From an optimization exercise on the open Yosys and OpenROAD flow, aimed at small area, a short achievable clock period and few clock cycles; shortcuts taken in it are not production practice.
Function was checked by simulation only, so behaviour that the tests miss may differ from the original.
Power is estimated from default activity; no workload was simulated.

==> job 8311 <==
==> flow/design.v (excerpt) <==
module sd_scoreboard
  #(parameter width=32,
    parameter items=128,
    parameter use_txid=1,
    parameter use_mask=1,
    parameter txid_sz=4,
    parameter asz=7)   
  (input      clk,
   input      reset,
   input      c_srdy,
   output reg c_drdy,
   input      c_req_type,  
   input [txid_sz-1:0] c_txid,
   input [width-1:0] c_mask,
   input [width-1:0] c_data,
   input [asz-1:0]   c_itemid,
   output reg p_srdy,
   input      p_drdy,
   output reg [txid_sz-1:0] p_txid,
   output reg [width-1:0]   p_data
   );
Settings: LEC_CHECK=0, ABC_CLOCK_PERIOD_IN_PS=3000, CAP_MARGIN=20, CORE_MARGIN=2, CORE_UTILIZATION=55, CTS_BUF_LIST=sky130_fd_sc_hd__clkbuf_16, CTS_CLUSTER_DIAMETER=80, CTS_CLUSTER_SIZE=24, SETUP_SLACK_MARGIN=3.8, SLEW_MARGIN=20, SYNTH_HIERARCHICAL=1, SYNTH_MINIMUM_KEEP_SIZE=0, BUFFER_PORTS_ARGS=-buffer_cell sky130_fd_sc_hd__buf_4; clock period 6.5 ns.
standard.sh (not shown) runs the stock make flow with config.mk's settings and CLKGATE_MAP_FILE= SYNTH_SCRIPT=/design/flow/synth_recipe.tcl, a recipe that flattens the netlist after the stock synthesis.
==> flow/flow/run.sh <==
#!/bin/bash
# Standard layout, with one change: the port buffers that ORFS inserts
# are buf_4 cells instead of its default choice (a delay cell).
# Each tool's full output stays in the ORFS logs under orfs/logs; make's
# output goes to standard.log.
set -euo pipefail
cat >> config.mk <<'EOF'
export BUFFER_PORTS_ARGS = -buffer_cell sky130_fd_sc_hd__buf_4
EOF
bash standard.sh > standard.log 2>&1
==> job 3747 (differences from job 8311) <==
--- a/flow/design.v
+++ b/flow/design.v
@@ -116,22 +116,16 @@
       end
   endgenerate
   sb_aoi22 u1l (.a0(sel[30]), .b0(d[30]), .a1(sel[31]), .b1(d[31]), .y(l1[10]));
   sb_nand4 u2a (.a(l1[0]), .b(l1[1]), .c(l1[2]), .d(l1[3]), .y(l2[0]));
   sb_nand4 u2b (.a(l1[4]), .b(l1[5]), .c(l1[6]), .d(l1[7]), .y(l2[1]));
   sb_nand3 u2c (.a(l1[8]), .b(l1[9]), .c(l1[10]), .y(l2[2]));
   sb_nor3  u3  (.a(l2[0]), .b(l2[1]), .c(l2[2]), .y(yn));
 endmodule
-module sb_upd (input s, we, wn, dd, output y);
-  assign y = ~((s | we) & (wn | dd));
-endmodule
-module sb_outsel (input q, input qd, input sd, input pop, input byp, output y);
-  assign y = pop ? qd : (byp ? sd : q);
-endmodule
 module sd_scoreboard_fsm
   #(parameter width=8,
     parameter items=64,
     parameter use_txid=0,
     parameter use_mask=0,
     parameter txid_sz=2,
     parameter asz=6)   
   (input      clk,
@@ -287,17 +281,16 @@
   reg                 s1_rd;
   reg [nhi-1:0]       s1_whi;      
   reg [nlo-1:0]       s1_lo;
   reg [txid_sz-1:0]   s1_txid;
   reg [width-1:0]     s1_km;       
   reg [width-1:0]     s1_kf;       
   reg [width-1:0]     s1_nd;       
   reg                 s1_f2;       
-  reg                 s1_ph;       
   reg [width-1:0]     s1_grp [0:ngr-1];   
   reg                 s2_rd;
   reg [nhi-1:0]       s2_whi;
   reg [nlo-1:0]       s2_lo;
   reg [txid_sz-1:0]   s2_txid;
   reg [width-1:0]     s2_val;
   reg [width-1:0]     s3_val;      
   wire [width-1:0]    c_mm = (~c_req_type) ? {width{1'b0}} :
@@ -318,36 +311,24 @@
       s0_hi   <= c_hi;
       s0_lo   <= c_lo;
       s0_txid <= (use_txid) ? c_txid : {txid_sz{1'b0}};
       s0_mm   <= c_mm;
       s0_nd   <= c_data & c_mm;
     end
   wire [items*width-1:0] flat;
   wire [items-1:0]    rsel;
-  reg                 phase;
-  always @(posedge clk or posedge reset)
-    if (reset)
-      phase <= 1'b0;
-    else
-      phase <= ~phase;
-  wire [width-1:0]    wdd = s2_val ^ {width{phase}};
   genvar w, b, g;
   generate
     for (w = 0; w < items; w = w + 1)
       begin : rec
-        reg  [width-1:0] word;
-        wire [width-1:0] nxt;
-        wire             we = s2_whi[w/nlo] & s2_lo[w%nlo];
-        for (b = 0; b < width; b = b + 1)
-          begin : bt
-            sb_upd u (.s(word[b]), .we(we), .wn(~we), .dd(wdd[b]), .y(nxt[b]));
-          end
+        reg [width-1:0] word;
         always @(posedge clk)
-          word <= nxt;
+          if (s2_whi[w/nlo] & s2_lo[w%nlo])
+            word <= s2_val;
         assign flat[w*width +: width] = word;
         assign rsel[w] = s0_hi[w/nlo] & s0_lo[w%nlo];
       end
     for (g = 0; g < ngr; g = g + 1)
       begin : grp
         wire [width-1:0] yn;
         for (b = 0; b < width; b = b + 1)
           begin : col
@@ -378,28 +359,27 @@
   always @(posedge clk)
     begin
       s1_lo   <= s0_lo;
       s1_txid <= s0_txid;
       s1_km   <= ~s0_mm & {width{~(hit1 | hit2)}};
       s1_kf   <= ~s0_mm & {width{hit1 | hit2}};
       s1_nd   <= s0_nd;
       s1_f2   <= hit1;
-      s1_ph   <= phase;
     end
   wire [width-1:0]    rd;
   integer             k;
   reg [width-1:0]     all_n;
   always @*
     begin
       all_n = {width{1'b1}};
       for (k = 0; k < ngr; k = k + 1)
         all_n = all_n & s1_grp[k];
     end
-  assign rd = ~all_n ^ {width{s1_ph}};
+  assign rd = ~all_n;
   wire [width-1:0]    fv = s1_f2 ? s2_val : s3_val;
   wire [width-1:0]    nv = (rd & s1_km) | (fv & s1_kf) | s1_nd;
   always @(posedge clk or posedge reset)
     if (reset)
       begin
         s2_rd  <= 0;
         s2_whi <= 0;
       end
@@ -424,33 +404,16 @@
   wire                ofree = ~p_srdy | p_drdy;
   wire                qempty = (q_cnt == 0);
   wire                pop   = ofree & ~qempty;
   wire                byp   = ofree & qempty & push;
   wire                enq   = push & ~byp;
   wire                xfer  = p_srdy & p_drdy;
   wire [csz-1:0]      owed_nxt = owed + {{csz-1{1'b0}}, c_acc & ~c_req_type}
                                  - {{csz-1{1'b0}}, xfer};
-  wire [txid_sz-1:0]  q_txid_hd = q_txid[q_rp];
-  wire [width-1:0]    q_data_hd = q_data[q_rp];
-  wire [txid_sz-1:0]  p_txid_nxt;
-  wire [width-1:0]    p_data_nxt;
-  genvar o;
-  generate
-    for (o = 0; o < txid_sz; o = o + 1)
-      begin : otx
-        sb_outsel u (.q(p_txid[o]), .qd(q_txid_hd[o]), .sd(s2_txid[o]),
-                     .pop(pop), .byp(byp), .y(p_txid_nxt[o]));
-      end
-    for (o = 0; o < width; o = o + 1)
-      begin : odt
-        sb_outsel u (.q(p_data[o]), .qd(q_data_hd[o]), .sd(s2_val[o]),
-                     .pop(pop), .byp(byp), .y(p_data_nxt[o]));
-      end
-  endgenerate
   always @(posedge clk or posedge reset)
     if (reset)
       begin
         p_srdy <= 0;
         q_rp   <= 0;
         q_wp   <= 0;
         q_cnt  <= 0;
         owed   <= 0;
@@ -465,17 +428,25 @@
         if (enq)
           q_wp <= (q_wp == qdepth-1) ? {qsz{1'b0}} : q_wp + 1'b1;
         q_cnt  <= q_cnt + {{qsz{1'b0}}, enq} - {{qsz{1'b0}}, pop};
         owed   <= owed_nxt;
         c_drdy <= (owed_nxt <= qdepth);
       end
   always @(posedge clk)
     begin
-      p_txid <= p_txid_nxt;
-      p_data <= p_data_nxt;
+      if (pop)
+        begin
+          p_txid <= q_txid[q_rp];
+          p_data <= q_data[q_rp];
+        end
+      else if (byp)
+        begin
+          p_txid <= s2_txid;
+          p_data <= s2_val;
+        end
       if (enq)
         begin
           q_txid[q_wp] <= s2_txid;
           q_data[q_wp] <= s2_val;
         end
     end
 endmodule  
ABC_CLOCK_PERIOD_IN_PS = 3500   (was 3000)
SETUP_SLACK_MARGIN = 3.0   (was 3.8)
==> job 4066 (differences from job 8311) <==
--- a/flow/design.v
+++ b/flow/design.v
@@ -283,19 +283,19 @@
   reg [nlo-1:0]       s0_lo;       
   reg [txid_sz-1:0]   s0_txid;
   reg [width-1:0]     s0_mm;       
   reg [width-1:0]     s0_nd;       
   reg                 s1_rd;
   reg [nhi-1:0]       s1_whi;      
   reg [nlo-1:0]       s1_lo;
   reg [txid_sz-1:0]   s1_txid;
-  reg [width-1:0]     s1_km;       
-  reg [width-1:0]     s1_kf;       
+  reg [width-1:0]     s1_keep;     
   reg [width-1:0]     s1_nd;       
+  reg                 s1_fw;       
   reg                 s1_f2;       
   reg                 s1_ph;       
   reg [width-1:0]     s1_grp [0:ngr-1];   
   reg                 s2_rd;
   reg [nhi-1:0]       s2_whi;
   reg [nlo-1:0]       s2_lo;
   reg [txid_sz-1:0]   s2_txid;
   reg [width-1:0]     s2_val;
@@ -374,34 +374,35 @@
       begin
         s1_rd  <= s0_rd;
         s1_whi <= s0_hi & {nhi{s0_wv}};
       end
   always @(posedge clk)
     begin
       s1_lo   <= s0_lo;
       s1_txid <= s0_txid;
-      s1_km   <= ~s0_mm & {width{~(hit1 | hit2)}};
-      s1_kf   <= ~s0_mm & {width{hit1 | hit2}};
+      s1_keep <= ~s0_mm;
+      s1_fw   <= hit1 | hit2;
       s1_nd   <= s0_nd;
       s1_f2   <= hit1;
       s1_ph   <= phase;
     end
   wire [width-1:0]    rd;
   integer             k;
   reg [width-1:0]     all_n;
   always @*
     begin
       all_n = {width{1'b1}};
       for (k = 0; k < ngr; k = k + 1)
         all_n = all_n & s1_grp[k];
     end
   assign rd = ~all_n ^ {width{s1_ph}};
   wire [width-1:0]    fv = s1_f2 ? s2_val : s3_val;
-  wire [width-1:0]    nv = (rd & s1_km) | (fv & s1_kf) | s1_nd;
+  wire [width-1:0]    old = s1_fw ? fv : rd;
+  wire [width-1:0]    nv = (old & s1_keep) | s1_nd;
   always @(posedge clk or posedge reset)
     if (reset)
       begin
         s2_rd  <= 0;
         s2_whi <= 0;
       end
     else
       begin
==> flow/flow/run.sh (replaced) <==
#!/bin/bash
# Standard layout, with two changes:
#  - the port buffers that ORFS inserts are buf_4 cells instead of its
#    default choice (a delay cell);
#  - the floorplan's timing repair runs with no setup margin; the later
#    repairs (after CTS and global routing) aim for 3.8 ns of setup slack.
# Each tool's full output stays in the ORFS logs under orfs/logs; make's
# output goes to standard_*.log.
set -euo pipefail
cat >> config.mk <<'EOF'
export BUFFER_PORTS_ARGS = -buffer_cell sky130_fd_sc_hd__buf_4
EOF
bash standard.sh floorplan > standard_floorplan.log 2>&1
cat >> config.mk <<'EOF'
export SETUP_SLACK_MARGIN = 3.8
EOF
bash standard.sh > standard_finish.log 2>&1
CORE_UTILIZATION = 65   (was 55)
==> job 300 (differences from job 8311) <==
--- a/flow/design.v
+++ b/flow/design.v
@@ -116,16 +116,38 @@
       end
   endgenerate
   sb_aoi22 u1l (.a0(sel[30]), .b0(d[30]), .a1(sel[31]), .b1(d[31]), .y(l1[10]));
   sb_nand4 u2a (.a(l1[0]), .b(l1[1]), .c(l1[2]), .d(l1[3]), .y(l2[0]));
   sb_nand4 u2b (.a(l1[4]), .b(l1[5]), .c(l1[6]), .d(l1[7]), .y(l2[1]));
   sb_nand3 u2c (.a(l1[8]), .b(l1[9]), .c(l1[10]), .y(l2[2]));
   sb_nor3  u3  (.a(l2[0]), .b(l2[1]), .c(l2[2]), .y(yn));
 endmodule
+module sb_rd16 (input [15:0] sel, input [15:0] d, output yn);
+  wire [5:0] l1;     
+  wire [1:0] l2;     
+  genvar i;
+  generate
+    for (i = 0; i < 5; i = i + 1)
+      begin : g1
+        sb_aoi222 u (.a0(sel[3*i]), .b0(d[3*i]), .a1(sel[3*i+1]), .b1(d[3*i+1]),
+                     .a2(sel[3*i+2]), .b2(d[3*i+2]), .y(l1[i]));
+      end
+  endgenerate
+  sb_nand2 u1l (.a(sel[15]), .b(d[15]), .y(l1[5]));
+  sb_nand3 u2a (.a(l1[0]), .b(l1[1]), .c(l1[2]), .y(l2[0]));
+  sb_nand3 u2b (.a(l1[3]), .b(l1[4]), .c(l1[5]), .y(l2[1]));
+  sb_nor2  u3  (.a(l2[0]), .b(l2[1]), .y(yn));
+endmodule
+module sb_nand2 (input a, b, output y);
+  assign y = ~(a & b);
+endmodule
+module sb_nor2 (input a, b, output y);
+  assign y = ~(a | b);
+endmodule
 module sb_upd (input s, we, wn, dd, output y);
   assign y = ~((s | we) & (wn | dd));
 endmodule
 module sb_outsel (input q, input qd, input sd, input pop, input byp, output y);
   assign y = pop ? qd : (byp ? sd : q);
 endmodule
 module sd_scoreboard_fsm
   #(parameter width=8,
@@ -267,35 +289,35 @@
    output reg [txid_sz-1:0] p_txid,
    output reg [width-1:0]   p_data
    );
   localparam qdepth = 4;           
   localparam qsz    = 2;           
   localparam csz    = 3;           
   localparam nlo = 8;
   localparam nhi = items / nlo;
-  localparam gsz = 32;             
+  localparam gsz = 16;             
   localparam ngr = items / gsz;
   wire                c_acc = c_srdy & c_drdy;
   wire [nlo-1:0]      c_lo = {{nlo-1{1'b0}}, 1'b1} << c_itemid[2:0];
   wire [nhi-1:0]      c_hi = {{nhi-1{1'b0}}, 1'b1} << c_itemid[asz-1:3];
   reg                 s0_rd;       
   reg                 s0_wv;       
   reg [nhi-1:0]       s0_hi;       
   reg [nlo-1:0]       s0_lo;       
   reg [txid_sz-1:0]   s0_txid;
   reg [width-1:0]     s0_mm;       
   reg [width-1:0]     s0_nd;       
   reg                 s1_rd;
   reg [nhi-1:0]       s1_whi;      
   reg [nlo-1:0]       s1_lo;
   reg [txid_sz-1:0]   s1_txid;
-  reg [width-1:0]     s1_km;       
-  reg [width-1:0]     s1_kf;       
+  reg [width-1:0]     s1_keep;     
   reg [width-1:0]     s1_nd;       
+  reg                 s1_fw;       
   reg                 s1_f2;       
   reg                 s1_ph;       
   reg [width-1:0]     s1_grp [0:ngr-1];   
   reg                 s2_rd;
   reg [nhi-1:0]       s2_whi;
   reg [nlo-1:0]       s2_lo;
   reg [txid_sz-1:0]   s2_txid;
   reg [width-1:0]     s2_val;
@@ -351,17 +373,17 @@
         wire [width-1:0] yn;
         for (b = 0; b < width; b = b + 1)
           begin : col
             wire [gsz-1:0] bits;
             for (w = 0; w < gsz; w = w + 1)
               begin : pick
                 assign bits[w] = flat[(g*gsz+w)*width+b];
               end
-            sb_rd32 rdg (.sel(rsel[g*gsz +: gsz]), .d(bits), .yn(yn[b]));
+            sb_rd16 rdg (.sel(rsel[g*gsz +: gsz]), .d(bits), .yn(yn[b]));
           end
         always @(posedge clk)
           s1_grp[g] <= yn;
       end
   endgenerate
   wire                hit1 = (|(s1_whi & s0_hi)) & (|(s1_lo & s0_lo));
   wire                hit2 = (|(s2_whi & s0_hi)) & (|(s2_lo & s0_lo));
   always @(posedge clk or posedge reset)
@@ -374,34 +396,35 @@
       begin
         s1_rd  <= s0_rd;
         s1_whi <= s0_hi & {nhi{s0_wv}};
       end
   always @(posedge clk)
     begin
       s1_lo   <= s0_lo;
       s1_txid <= s0_txid;
-      s1_km   <= ~s0_mm & {width{~(hit1 | hit2)}};
-      s1_kf   <= ~s0_mm & {width{hit1 | hit2}};
+      s1_keep <= ~s0_mm;
+      s1_fw   <= hit1 | hit2;
       s1_nd   <= s0_nd;
       s1_f2   <= hit1;
       s1_ph   <= phase;
     end
   wire [width-1:0]    rd;
   integer             k;
   reg [width-1:0]     all_n;
   always @*
     begin
       all_n = {width{1'b1}};
       for (k = 0; k < ngr; k = k + 1)
         all_n = all_n & s1_grp[k];
     end
   assign rd = ~all_n ^ {width{s1_ph}};
   wire [width-1:0]    fv = s1_f2 ? s2_val : s3_val;
-  wire [width-1:0]    nv = (rd & s1_km) | (fv & s1_kf) | s1_nd;
+  wire [width-1:0]    old = s1_fw ? fv : rd;
+  wire [width-1:0]    nv = (old & s1_keep) | s1_nd;
   always @(posedge clk or posedge reset)
     if (reset)
       begin
         s2_rd  <= 0;
         s2_whi <= 0;
       end
     else
       begin
==> flow/flow/run.sh (replaced) <==
#!/bin/bash
# Standard layout, with two changes:
#  - the port buffers that ORFS inserts are buf_4 cells instead of its
#    default choice (a delay cell);
#  - the floorplan's timing repair runs with no setup margin; the later
#    repairs (after CTS and global routing) aim for 3.8 ns of setup slack.
# Each tool's full output stays in the ORFS logs under orfs/logs; make's
# output goes to standard_*.log.
set -euo pipefail
cat >> config.mk <<'EOF'
export BUFFER_PORTS_ARGS = -buffer_cell sky130_fd_sc_hd__buf_4
EOF
bash standard.sh floorplan > standard_floorplan.log 2>&1
cat >> config.mk <<'EOF'
export SETUP_SLACK_MARGIN = 3.8
EOF
bash standard.sh > standard_finish.log 2>&1
==> run notes <==
DRT iter0 DRCs 17300; postcts setup bufs 0; Seq/total area 0.787; area of placed instances 0.168 mm^2; post-synthesis adder-cell area fraction 0.000947; HP Start s0_nd[30]$_DFF_P_; Post-Synth XOR/XNOR Area 0.000217; post-synthesis mux area share 0.00996; complex-gate fraction of the synthesized area 0.0931; commonest non-fill, non-tap cells in the layout edfxtp_1 (4276), a222oi_1 (1280), dfxtp_1 (368); Clock power frac 0.285; largest registers rec.word: 4096 flops, q_data: 128 flops, s1_grp: 128 flops; layout cells sized above 1 0.138; outcome timing/DRC/antenna clean; switching power 12.4 mW; DR WL met3 52800 um; reported sequential group power 36.2 mW; Synth area leader edfxtp_1
[end of results for job 3747]
==> run notes <==
outcome timing/DRC/antenna clean; Post-Synth XOR/XNOR Area 0.00406; switching power 15.5 mW; area of placed instances 0.156 mm^2; postcts setup bufs 61; DRT iter0 DRCs 24700; post-synthesis mux area share 0.0106; Seq/total area 0.584; HP Start s0_nd[28]$_DFF_P_; largest registers rec.word: 4096 flops, q_data: 128 flops, s1_grp: 128 flops; commonest non-fill, non-tap cells in the layout dfxtp_1 (4476), o22ai_1 (4096), a222oi_1 (1280); Synth area leader dfxtp_1; layout cells sized above 1 0.119; DR WL met3 82100 um; Clock power frac 0.278
[end of results for job 8311]
==> run notes <==
outcome timing/DRC/antenna clean; Synth area leader dfxtp_1; complex-gate fraction of the synthesized area 0.264; reported sequential group power 33.5 mW; switching power 15.2 mW; area of placed instances 0.157 mm^2; post-synthesis adder-cell area fraction 0.00103; largest registers rec.word: 4096 flops, s1_grp: 256 flops, q_data: 128 flops; DRT iter0 DRCs 21400
[end of results for job 300]
==> run notes <==
commonest non-fill, non-tap cells in the layout dfxtp_1 (4449), o22ai_1 (4096), a222oi_1 (1280); outcome timing/DRC/antenna clean; post-synthesis mux area share 0.0106; DR WL met3 87900 um; largest registers rec.word: 4096 flops, q_data: 128 flops, s1_grp: 128 flops; postcts setup bufs 27; area of placed instances 0.154 mm^2; Post-Synth XOR/XNOR Area 0.00407; switching power 15.1 mW; reported sequential group power 32.8 mW
[end of results for job 4066]
Testbench counts of job 8311, summed over its fixed seeds: cycles 12,090.
Testbench counts of job 3747, summed over its fixed seeds: cycles 12,090.
Testbench counts of job 4066, summed over its fixed seeds: cycles 12,090.
Testbench counts of job 300, summed over its fixed seeds: cycles 12,090.

[afterwards: timing with drivers on the ports]
How much do the figures lean on ideal ports? The routed layouts below were timed once more, with nothing changed but the port constraints.
Step 1 sets driving cells, clkbuf_16 on the clock port and buf_2 on the other inputs (assumed; they add their load-dependent delay and slew).
Step 2 adds t to the input delays and takes it off the output delays; t is the mean of the earliest and latest rising clock arrival at the registers after step 1. Input paths then give back, and output paths get back, about the clock's delay inside the block.
Three values: ideal ports, drivers, drivers and shift; two values: the first two.
run	shift t [ns]	setup WS [ns]	hold WS [ns]	latest minus earliest clock arrival (ns)	cell pins on the clock port's net
job 8311	1.071	3.487 / 3.487 / 3.209	0.334 / 0.334 / 0.334	0.044 / 0.044	1
job 3747	1.041	3.498 / 3.486 / 2.909	0.327 / 0.327 / 0.327	0.051 / 0.050	1
job 4066	1.004	3.496 / 3.496 / 2.989	0.321 / 0.321 / 0.321	0.044 / 0.043	1
job 300	1.046	3.673 / 3.623 / 2.973	0.313 / 0.313 / 0.313	0.057 / 0.056	1
After both steps every run listed still meets setup and hold. The setup slack of job 300, which loses most, moves by -0.050 ns with the drivers and by -0.700 ns with both steps.
